Context: an optimization exercise on an open-source flow, tuned for small area and a short achievable clock period. The choices shown serve that exercise and are no tape-out recipe. No run shown here included a check of the RTL's function; only the layout flow was run. Power and IR drop assume default switching activity.

==> flow/design.v, too long to show whole: its modules and the start of the top module <==
// module cmul: 1575 lines
// module fadd: 380 lines
// module conv3x3_fp32: 75 lines
module conv3x3_fp32(
    input         clk,
    input         resetn,
    input         valid_in,
    input  [31:0] data,
    input  [31:0] w1, w2, w3, w4, w5, w6, w7, w8, w9,
    output        valid_out,
    output [31:0] data_out
);
  // ...
==> flow/flow/run.sh <==
#!/bin/bash
set -euo pipefail
export BUFFER_PORTS_ARGS="-buffer_cell sky130_fd_sc_hd__buf_4"
bash standard.sh > standard_flow.log 2>&1
==> flow/standard.sh <==
#!/bin/bash
# synth_recipe.tcl (not shown) runs the flow's synth.tcl, then flattens the netlist and writes it again
# the make line also repeats each setting of config.mk as NAME=value (left out here)
make -C /OpenROAD-flow-scripts/flow DESIGN_CONFIG=/design/flow/config.mk WORK_HOME=/design/flow/orfs CLKGATE_MAP_FILE= SYNTH_SCRIPT=/design/flow/synth_recipe.tcl "${@:-finish}"
==> flow/config.mk <==
export PLATFORM = sky130hd
export DESIGN_NAME = conv3x3_fp32
export DESIGN_NICKNAME = conv3x3_fp32
export VERILOG_FILES = /design/flow/design.v
export SDC_FILE = /design/flow/constraint.sdc
export NUM_CORES = 8
export LEC_CHECK = 0
export CAP_MARGIN = 30
export CORE_MARGIN = 2
export CORE_UTILIZATION = 55
export SETUP_SLACK_MARGIN = 4.2
export SLEW_MARGIN = 20
==> flow/constraint.sdc <==
create_clock -name core_clock -period 8.0 [get_ports {clk}]
set_input_delay 1.6000 -clock core_clock [delete_from_list [all_inputs] [get_ports {clk}]]
set_output_delay 1.6000 -clock core_clock [all_outputs]
set_load 0.01 [all_outputs]
==> impl_metrics.xml, run 1 <==
<?xml version="1.0" encoding="UTF-8"?>
<metrics>
  <group name="outcome">
    <metric name="run_status" unit="">complete, no violations</metric>
  </group>
  <group name="min_path">
    <metric name="hp-start" unit="">p1d[10][26]</metric>
  </group>
  <group name="power_and_ir_drop">
    <metric name="power.static_leakage" unit="uW">0.1397</metric>
    <metric name="peakVddDrop" unit="uV">306.2</metric>
    <metric name="power_top_consumer" unit="">combinational cells</metric>
    <metric name="switching_share_of_power" unit="">0.4163</metric>
  </group>
  <group name="setup_path">
    <metric name="cp_slowest_cell" unit="">sky130_fd_sc_hd__fa_1</metric>
    <metric name="worst-path-buf-inv" unit="">4</metric>
  </group>
  <group name="drt">
    <metric name="route.top_layer_used" unit="">met5</metric>
    <metric name="dr_wl_met2" unit="mm">380.3</metric>
  </group>
  <group name="synthesis">
    <metric name="synth_adder_area_share" unit="">0.2256</metric>
    <metric name="postSynth.topFlopCell" unit="">sky130_fd_sc_hd__dfxtp_1</metric>
    <metric name="synth-seq-area-share" unit="">0.3943</metric>
    <metric name="synth_nets" unit="">31580</metric>
    <metric name="async_set_reset_flop_share_out_of_synthesis" unit="">0.005405</metric>
  </group>
  <group name="cells_and_area">
    <metric name="regMostFlops" unit="">lb</metric>
    <metric name="buffers_excl_clock" unit="">804</metric>
    <metric name="nClkBuffers" unit="">770</metric>
    <metric name="top_area_cell_class" unit="">multi-input gates</metric>
    <metric name="sequential_cell_area_share" unit="">0.3532</metric>
    <metric name="n_fill_cell" unit="">44070</metric>
  </group>
  <group name="die">
    <metric name="placement_rows" unit="">269</metric>
    <metric name="num_tap_cells" unit="">7181</metric>
  </group>
  <group name="timing">
    <metric name="layout_setup_ws" unit="ns">4.292</metric>
  </group>
  <group name="global_routing">
    <metric name="grt_max_degree" unit="">160</metric>
  </group>
  <group name="cts">
    <metric name="cell_at_the_root_of_the_clock_tree" unit="">sky130_fd_sc_hd__clkbuf_16</metric>
  </group>
  <group name="placement">
    <metric name="place_ws" unit="ns">3.522</metric>
    <metric name="place.detailed.instances" unit="">33590</metric>
  </group>
  <group name="run">
    <metric name="max_cap_violations" unit="">0</metric>
  </group>
</metrics>
==> module conv3x3_fp32, before the edit <==
module conv3x3_fp32(
    input         clk,
    input         resetn,
    input         valid_in,
    input  [31:0] data,
    input  [31:0] w1, w2, w3, w4, w5, w6, w7, w8, w9,
    output        valid_out,
    output [31:0] data_out
);
  reg [3:0] col, row;
  always @(posedge clk or negedge resetn) begin
    if (!resetn) begin col <= 4'd0; row <= 4'd0; end
    else if (valid_in) begin
      if (col == 4'd13) begin col <= 4'd0; row <= (row == 4'd13) ? 4'd0 : row + 4'd1; end
      else col <= col + 4'd1;
    end
  end
  wire win = valid_in & (row >= 4'd2) & (col >= 4'd2);
  reg [20:0] vp;
  always @(posedge clk or negedge resetn) begin
    if (!resetn) vp <= 21'd0;
    else vp <= {vp[19:0], win};
  end
  assign valid_out = vp[20];
  wire [4:0] de = (data[30:23] == 8'd0) ? 5'd0 : data[27:23] + 5'd17;
  wire [28:0] din = {data[31], de, data[22:0]};
  reg [28:0] lb [1:31];
  integer k;
  always @(posedge clk) if (valid_in) begin
    lb[1] <= din;
    for (k = 2; k <= 31; k = k + 1) lb[k] <= lb[k-1];
  end
  wire [22:0] wm1 = w1[22:0];
  wire [22:0] wm2 = w2[22:0];
  wire [22:0] wm3 = w3[22:0];
  wire [22:0] wm4 = w4[22:0];
  wire [22:0] wm5 = w5[22:0];
  wire [22:0] wm6 = w6[22:0];
  wire [22:0] wm7 = w7[22:0];
  wire [22:0] wm8 = w8[22:0];
  wire [22:0] wm9 = w9[22:0];
  reg [28:0] p1d [1:12];
  always @(posedge clk) begin
    p1d[1] <= lb[31];
    for (k = 2; k <= 12; k = k + 1) p1d[k] <= p1d[k-1];
  end
  wire [31:0] P1;
  cmul u_m1(.clk(clk), .xm(p1d[12][22:0]), .xe(p1d[12][27:23]), .xs(p1d[12][28]), .wm(wm1), .we(w1[30:23]), .ws(w1[31]), .p(P1));
  wire [31:0] P2;
  cmul u_m2(.clk(clk), .xm(lb[30][22:0]), .xe(lb[30][27:23]), .xs(lb[30][28]), .wm(wm2), .we(w2[30:23]), .ws(w2[31]), .p(P2));
  wire [31:0] P3;
  cmul u_m3(.clk(clk), .xm(lb[29][22:0]), .xe(lb[29][27:23]), .xs(lb[29][28]), .wm(wm3), .we(w3[30:23]), .ws(w3[31]), .p(P3));
  wire [31:0] P4;
  cmul u_m4(.clk(clk), .xm(lb[17][22:0]), .xe(lb[17][27:23]), .xs(lb[17][28]), .wm(wm4), .we(w4[30:23]), .ws(w4[31]), .p(P4));
  wire [31:0] P5;
  cmul u_m5(.clk(clk), .xm(lb[16][22:0]), .xe(lb[16][27:23]), .xs(lb[16][28]), .wm(wm5), .we(w5[30:23]), .ws(w5[31]), .p(P5));
  wire [31:0] P6;
  cmul u_m6(.clk(clk), .xm(lb[15][22:0]), .xe(lb[15][27:23]), .xs(lb[15][28]), .wm(wm6), .we(w6[30:23]), .ws(w6[31]), .p(P6));
  wire [31:0] P7;
  cmul u_m7(.clk(clk), .xm(lb[3][22:0]), .xe(lb[3][27:23]), .xs(lb[3][28]), .wm(wm7), .we(w7[30:23]), .ws(w7[31]), .p(P7));
  wire [31:0] P8;
  cmul u_m8(.clk(clk), .xm(lb[2][22:0]), .xe(lb[2][27:23]), .xs(lb[2][28]), .wm(wm8), .we(w8[30:23]), .ws(w8[31]), .p(P8));
  wire [31:0] P9;
  cmul u_m9(.clk(clk), .xm(lb[1][22:0]), .xe(lb[1][27:23]), .xs(lb[1][28]), .wm(wm9), .we(w9[30:23]), .ws(w9[31]), .p(P9));
  wire [31:0] s98, s76, s54, s32, s9876, s5432, s8, y;
  fadd a0(.clk(clk), .a(P9), .b(P8), .y(s98));
  fadd a1(.clk(clk), .a(P7), .b(P6), .y(s76));
  fadd a2(.clk(clk), .a(P5), .b(P4), .y(s54));
  fadd a3(.clk(clk), .a(P3), .b(P2), .y(s32));
  fadd a4(.clk(clk), .a(s98), .b(s76), .y(s9876));
  fadd a5(.clk(clk), .a(s54), .b(s32), .y(s5432));
  fadd a6(.clk(clk), .a(s5432), .b(s9876), .y(s8));
  fadd a7(.clk(clk), .a(s8), .b(P1), .y(y));
  assign data_out = y;
endmodule
==> inputs of run 2 (changes only) <==
--- a/flow/design.v
+++ b/flow/design.v
@@ -1561,21 +1561,19 @@
   wire hs_s18 = hs_p0_18 ^ (hs_g5_17 | (hs_p5_17 & t2_lc));
   wire hs_s19 = hs_p0_19 ^ (hs_g5_18 | (hs_p5_18 & t2_lc));
   wire hs_s20 = hs_p0_20 ^ (hs_g5_19 | (hs_p5_19 & t2_lc));
   wire hs_s21 = hs_p0_21 ^ (hs_g5_20 | (hs_p5_20 & t2_lc));
   wire hs_s22 = hs_p0_22 ^ (hs_g5_21 | (hs_p5_21 & t2_lc));
   wire hs_s23 = hs_p0_23 ^ (hs_g5_22 | (hs_p5_22 & t2_lc));
   wire hs_s24 = hs_p0_24 ^ (hs_g5_23 | (hs_p5_23 & t2_lc));
   wire [24:0] hs = {hs_s24, hs_s23, hs_s22, hs_s21, hs_s20, hs_s19, hs_s18, hs_s17, hs_s16, hs_s15, hs_s14, hs_s13, hs_s12, hs_s11, hs_s10, hs_s9, hs_s8, hs_s7, hs_s6, hs_s5, hs_s4, hs_s3, hs_s2, hs_s1, hs_s0};
-  reg [24:0] hq; reg xs3; reg [4:0] xe3;
-  always @(posedge clk) begin hq <= hs; xs3 <= xs2; xe3 <= xe2; end
-  wire pz = (xe3 == 5'd0) | (we == 8'd0), ps = xs3 ^ ws;
-  wire [7:0] pe = {3'b0, xe3} + we - 8'd16;    
-  wire [31:0] pn = pz ? 32'd0 : hq[24] ? {ps, pe + 8'd1, hq[23:1]} : {ps, pe, hq[22:0]};
+  wire pz = (xe2 == 5'd0) | (we == 8'd0), ps = xs2 ^ ws;
+  wire [7:0] pe = {3'b0, xe2} + we - 8'd16;    
+  wire [31:0] pn = pz ? 32'd0 : hs[24] ? {ps, pe + 8'd1, hs[23:1]} : {ps, pe, hs[22:0]};
   always @(posedge clk) p <= pn;
 endmodule
 module fadd(input clk, input [31:0] a, input [31:0] b, output reg [31:0] y);
   wire [7:0] ea = a[30:23], eb = b[30:23];
   wire cmp_g0_0 = a[0] & ~b[0];
   wire cmp_p0_0 = a[0] ^ ~b[0];
   wire cmp_g0_1 = a[1] & ~b[1];
   wire cmp_p0_1 = a[1] ^ ~b[1];
@@ -1966,22 +1964,22 @@
   always @(posedge clk or negedge resetn) begin
     if (!resetn) begin col <= 4'd0; row <= 4'd0; end
     else if (valid_in) begin
       if (col == 4'd13) begin col <= 4'd0; row <= (row == 4'd13) ? 4'd0 : row + 4'd1; end
       else col <= col + 4'd1;
     end
   end
   wire win = valid_in & (row >= 4'd2) & (col >= 4'd2);
-  reg [20:0] vp;
+  reg [19:0] vp;
   always @(posedge clk or negedge resetn) begin
-    if (!resetn) vp <= 21'd0;
-    else vp <= {vp[19:0], win};
+    if (!resetn) vp <= 20'd0;
+    else vp <= {vp[18:0], win};
   end
-  assign valid_out = vp[20];
+  assign valid_out = vp[19];
   wire [4:0] de = (data[30:23] == 8'd0) ? 5'd0 : data[27:23] + 5'd17;
   wire [28:0] din = {data[31], de, data[22:0]};
   reg [28:0] lb [1:31];
   integer k;
   always @(posedge clk) if (valid_in) begin
     lb[1] <= din;
     for (k = 2; k <= 31; k = k + 1) lb[k] <= lb[k-1];
   end
==> impl_metrics.xml, run 2 <==
<?xml version="1.0" encoding="UTF-8"?>
<metrics>
  <group name="synthesis">
    <metric name="post_synth_main_area_contributors" unit="">sky130_fd_sc_hd__dfxtp_1, sky130_fd_sc_hd__fa_1, sky130_fd_sc_hd__edfxtp_1, sky130_fd_sc_hd__ha_1, sky130_fd_sc_hd__xnor2_1</metric>
    <metric name="ys_top_cells_by_count" unit="">sky130_fd_sc_hd__dfxtp_1, sky130_fd_sc_hd__inv_1, sky130_fd_sc_hd__fa_1, sky130_fd_sc_hd__xnor2_1, sky130_fd_sc_hd__a22oi_1</metric>
    <metric name="postSynthCellCount" unit="">27600</metric>
    <metric name="synth_enable_flop_cells" unit="">899</metric>
    <metric name="post-synth-top-area-fraction" unit="">0.2851</metric>
    <metric name="synth_warnings" unit="">7</metric>
    <metric name="synth_nets" unit="">31870</metric>
    <metric name="synth-seq-area-share" unit="">0.3799</metric>
    <metric name="mean_cell_area_of_the_mapped_netlist" unit="sq um">10.58</metric>
    <metric name="flip_flop_and_latch_count_after_synthesis" unit="">5085</metric>
    <metric name="yosysTopAreaCell" unit="">sky130_fd_sc_hd__dfxtp_1</metric>
    <metric name="postSynth.topFlopCell" unit="">sky130_fd_sc_hd__dfxtp_1</metric>
    <metric name="yosysMostFrequentCell" unit="">sky130_fd_sc_hd__dfxtp_1</metric>
    <metric name="netlist_area" unit="sq um">292000</metric>
    <metric name="yosysUniqueCellTypes" unit="">99</metric>
    <metric name="async_set_reset_flop_share_out_of_synthesis" unit="">0.005506</metric>
  </group>
  <group name="cells_and_area">
    <metric name="regMostFlops" unit="">lb</metric>
    <metric name="area.growth.synth_to_final" unit="%">11.57</metric>
    <metric name="drive_gt1_frac" unit="">0.1346</metric>
    <metric name="layout_commonest_cell" unit="">sky130_fd_sc_hd__dfxtp_1</metric>
    <metric name="top_regs" unit="">lb: 899 flops, p1d: 348 flops</metric>
    <metric name="finish.cell_count_without_fillers" unit="">34790</metric>
    <metric name="layout.nets" unit="">31570</metric>
    <metric name="largest_reg_flops" unit="">899</metric>
    <metric name="stdcell_area" unit="sq um">325800</metric>
    <metric name="layout_common_cells" unit="">sky130_fd_sc_hd__dfxtp_1, sky130_fd_sc_hd__inv_1, sky130_fd_sc_hd__xnor2_1, sky130_fd_sc_hd__fa_1, sky130_fd_sc_hd__a22oi_1</metric>
  </group>
  <group name="cts">
    <metric name="clk_pin_slew_worst_paths" unit="ns">0.06</metric>
    <metric name="cts.sink_count" unit="">5085</metric>
    <metric name="cell_at_the_root_of_the_clock_tree" unit="">sky130_fd_sc_hd__clkbuf_16</metric>
    <metric name="clk-insertion-delay-late" unit="ns">1.08</metric>
    <metric name="cts_inserted_buffers" unit="">566</metric>
    <metric name="cts.path.max_buffers" unit="">4</metric>
    <metric name="tritoncts" unit="">yes</metric>
    <metric name="htree_levels" unit="">6</metric>
  </group>
  <group name="timing">
    <metric name="max_freq" unit="MHz">269.5</metric>
    <metric name="setup_tns" unit="ns">0</metric>
    <metric name="worstMarginPinSlew" unit="ns">1.163</metric>
    <metric name="final_max_slew_viol_count" unit="">0</metric>
    <metric name="maxSlewHeadroom" unit="">0.2188</metric>
    <metric name="clock-skew-final" unit="ns">0.05133</metric>
    <metric name="final.period_utilization" unit="">0.4638</metric>
    <metric name="period_needed" unit="ns">3.710</metric>
    <metric name="setup-violations-final" unit="">0</metric>
    <metric name="timing_hold_violations_final" unit="">0</metric>
    <metric name="grt_setup_unrepaired" unit="">no</metric>
  </group>
  <group name="global_routing">
    <metric name="grt_pass1_wl" unit="mm">1249</metric>
    <metric name="grt_max_degree" unit="">179</metric>
    <metric name="antenna_found_initial" unit="">35</metric>
    <metric name="global_route.usage.total" unit="">0.2978</metric>
    <metric name="grt_overflow" unit="">0</metric>
    <metric name="number_of_global_route_vias_before_repair" unit="">207000</metric>
  </group>
  <group name="die">
    <metric name="die_area" unit="sq um">536800</metric>
    <metric name="io-pin-count" unit="">356</metric>
    <metric name="initial_utilization" unit="">0.5522</metric>
    <metric name="die_height" unit="microns">732.6</metric>
    <metric name="placement_rows" unit="">267</metric>
    <metric name="die_span_in_x" unit="microns">732.6</metric>
    <metric name="placeable_core_area" unit="sq um">528800</metric>
  </group>
  <group name="min_path">
    <metric name="min_path_type" unit="">reg2reg</metric>
  </group>
  <group name="power_and_ir_drop">
    <metric name="sequential_share_of_power" unit="">0.288</metric>
    <metric name="internal_power" unit="uW">87210</metric>
    <metric name="power.density_cell_area" unit="nW/um^2">466.0</metric>
    <metric name="p_comb_frac" unit="">0.535</metric>
    <metric name="switching_share_of_power" unit="">0.4256</metric>
    <metric name="peakVddDrop" unit="uV">316.5</metric>
    <metric name="power.static_leakage" unit="uW">0.1376</metric>
    <metric name="switchingPower" unit="uW">64620</metric>
    <metric name="power.share.clock" unit="">0.177</metric>
  </group>
  <group name="setup_path">
    <metric name="worst-path-max-fanout" unit="">24</metric>
    <metric name="crit_path_cell_trace" unit="">ha_1 -&gt; nand2b_1 -&gt; inv_2 -&gt; xnor2_2 -&gt; o21ai_0 -&gt; a21oi_1 -&gt; fa_1</metric>
    <metric name="crit_path_end_kind" unit="">register</metric>
    <metric name="cp_data_required_time" unit="ns">8.92</metric>
    <metric name="cp_slowest_cell" unit="">sky130_fd_sc_hd__inv_2</metric>
    <metric name="crit_path_start_kind" unit="">register</metric>
    <metric name="critical_path_arrival" unit="ns">4.63</metric>
    <metric name="timing.critical_path.slowest_cell_delay" unit="ns">0.72</metric>
    <metric name="setup.worst_path.class" unit="">reg2reg</metric>
  </group>
  <group name="placement">
    <metric name="final_wtd_congestion" unit="">0.9008</metric>
    <metric name="dp_hpwl" unit="mm">567.4</metric>
    <metric name="placed_area" unit="sq um">304900</metric>
    <metric name="place.detailed.instances" unit="">33660</metric>
    <metric name="portBuffers" unit="">355</metric>
  </group>
  <group name="run">
    <metric name="max_cap_violations" unit="">0</metric>
  </group>
  <group name="drt">
    <metric name="routed_wire_length_per_instance" unit="microns">23.30</metric>
    <metric name="drt-initial-drc-count" unit="">16140</metric>
    <metric name="drt_wl_total" unit="mm">810.5</metric>
    <metric name="drt-pass1-iter-count" unit="">9</metric>
    <metric name="avgViaCountPerCell" unit="">5.757</metric>
    <metric name="ant_nets" unit="">0</metric>
    <metric name="detail_route.drc_violations" unit="">0</metric>
    <metric name="vias" unit="">200300</metric>
  </group>
  <group name="outcome">
    <metric name="run_status" unit="">complete, no violations</metric>
  </group>
</metrics>
run 2: changes by cell type after synthesis, moves of 39 or more:
cell | previous run | this run
sky130_fd_sc_hd__a21o_1 | 280 | 319
sky130_fd_sc_hd__nor2_1 | 1203 | 974
sky130_fd_sc_hd__nand2_1 | 1133 | 1554
sky130_fd_sc_hd__and2_1 | 39 | 97
sky130_fd_sc_hd__mux2i_1 | 663 | 490
sky130_fd_sc_hd__o21ai_0 | 627 | 685
sky130_fd_sc_hd__a21oi_1 | 813 | 943
sky130_fd_sc_hd__dfxtp_1 | 4437 | 4158
sky130_fd_sc_hd__a211oi_1 | 113 | 192
run 2: timing repair:
item                                   4_1_cts  5_1_grt
resized for setup                           72       96
endpoints found under the hold margin        0        0
pin swaps                                   12       16
hold buffers                                 0        0
setup endpoints to repair                  448      351
buffers inserted                            21       35
cloned                                       9        1
run 2: path summary, 6_finish.rpt:
path	slack (ns)	startpoint	end	cells past startpoint
setup / recovery	4.29	lb[30][3]	u_m2.t1_318	7
hold / removal	0.31	p1d[3][21]	p1d[4][21]	0
setup reg to reg	4.29	lb[30][3]	u_m2.t1_318	7
hold reg to reg	0.31	p1d[3][21]	p1d[4][21]	0
max in group asynchronous	7.29	resetn	vp[4]	1
min in group asynchronous	0.45	resetn	vp[18]	1
run 2: worst max-delay path, delay by kind of cell, from the launching register on:
kind	cells	cell delay [ns]
AO/OA/AOI/OAI	2	0.81
XOR/XNOR	1	0.28
adder cells (fa/ha/maj)	2	0.82
buffers and inverters	1	0.72
flip-flops	1	0.57
AND/OR/NAND/NOR	1	0.32
run 2: cell families after synthesis:
group,after synthesis,share of synthesized area
fa+ha+maj,3938,0.2284
mux,880,0.03357
buf+inv,4717,0.06117
flops,5085,0.3799
xor+xnor,3437,0.1033
simple gates,4003,0.06337
compound gates,5544,0.1304
run 2: metal layers:
layer | vias up | wire, microns | GRT usage | share of wire
met1 | 99190 | 345900 | 0.3958 | 0.43
met4 | 14 | 30400 | 0.1047 | 0.038
met2 | 7013 | 379800 | 0.4933 | 0.47
met3 | 1638 | 54400 | 0.04945 | 0.067
li1 | 92420 | - | - | -
met5 | - | 90 | 0.0008901 | 0.00011
run 2: cell type report:
| class | count | area (sq um) |
|---|---|---|
| repair inverters | 3 | 15.01 |
| clock buffers | 751 | 15800 |
| clock inverters | 287 | 3571 |
| diodes | 14 | 35.03 |
| flip-flops and latches | 5085 | 110900 |
| multi-input cells | 17810 | 168500 |
| well taps | 6994 | 8751 |
| inverters | 3032 | 11460 |
| repair buffers | 816 | 6770 |
| fillers | 43730 | 203000 |
run 2: through the flow:
step           hold WS [ns]  setup WS, ns    util  total power [uW]
3_5_place_dp         0.3121         3.541  0.5765            124200
4_1_cts              0.3048         4.172  0.6143            152300
5_1_grt              0.3149         4.187  0.6160            165700
6_report             0.3060         4.290  0.6161            151800
2_1_floorplan        0.3096         3.982       -             99510
3_3_place_gp         0.3096         3.350  0.5756            122400
run 2: power by group through the flow:
| stage | registers, uW | logic (uW) | clock network (uW) |
|---|---|---|---|
| CTS | 43800 | 81000 | 27500 |
| finish | 43800 | 81200 | 26900 |
| global route | 44800 | 92400 | 28500 |
| global placement | 44200 | 78200 | 0 |
| floorplan | 40700 | 58800 | 0 |
| detailed placement | 44300 | 79900 | 0 |

==> static timing again, ports no longer ideal <==
In the flow no input, the clock included, has a driving cell. The finished layouts below were timed again as built, in two steps.
Step 1 (the two cells are an assumption about what drives the block):
set clk [get_ports {clk}]
set_driving_cell -lib_cell sky130_fd_sc_hd__clkbuf_16 $clk
set_driving_cell -lib_cell sky130_fd_sc_hd__buf_2 [delete_from_list [all_inputs] $clk]
Step 2 moves the port delays by t, midway between the first and last clock arrival at a register: inputs arrive t later, outputs are due t later. That takes back most of the time a late clock gives input paths.
Three values: no drivers, after step 1, after step 2; two values: the first two.
run	t, ns	setup slack, ns	worst hold slack (ns)	worst register clock-pin slew, ns
run 1	1.206	4.292 / 4.292 / 3.481	0.289 / 0.289 / 0.289	0.07 / 0.07
run 2	1.176	4.290 / 4.290 / 3.388	0.306 / 0.306 / 0.306	0.07 / 0.07
After both steps setup and hold are still met in every run listed. The setup slack of run 2, which loses most, moves by 0.000 ns with the drivers and by -0.902 ns with both steps.
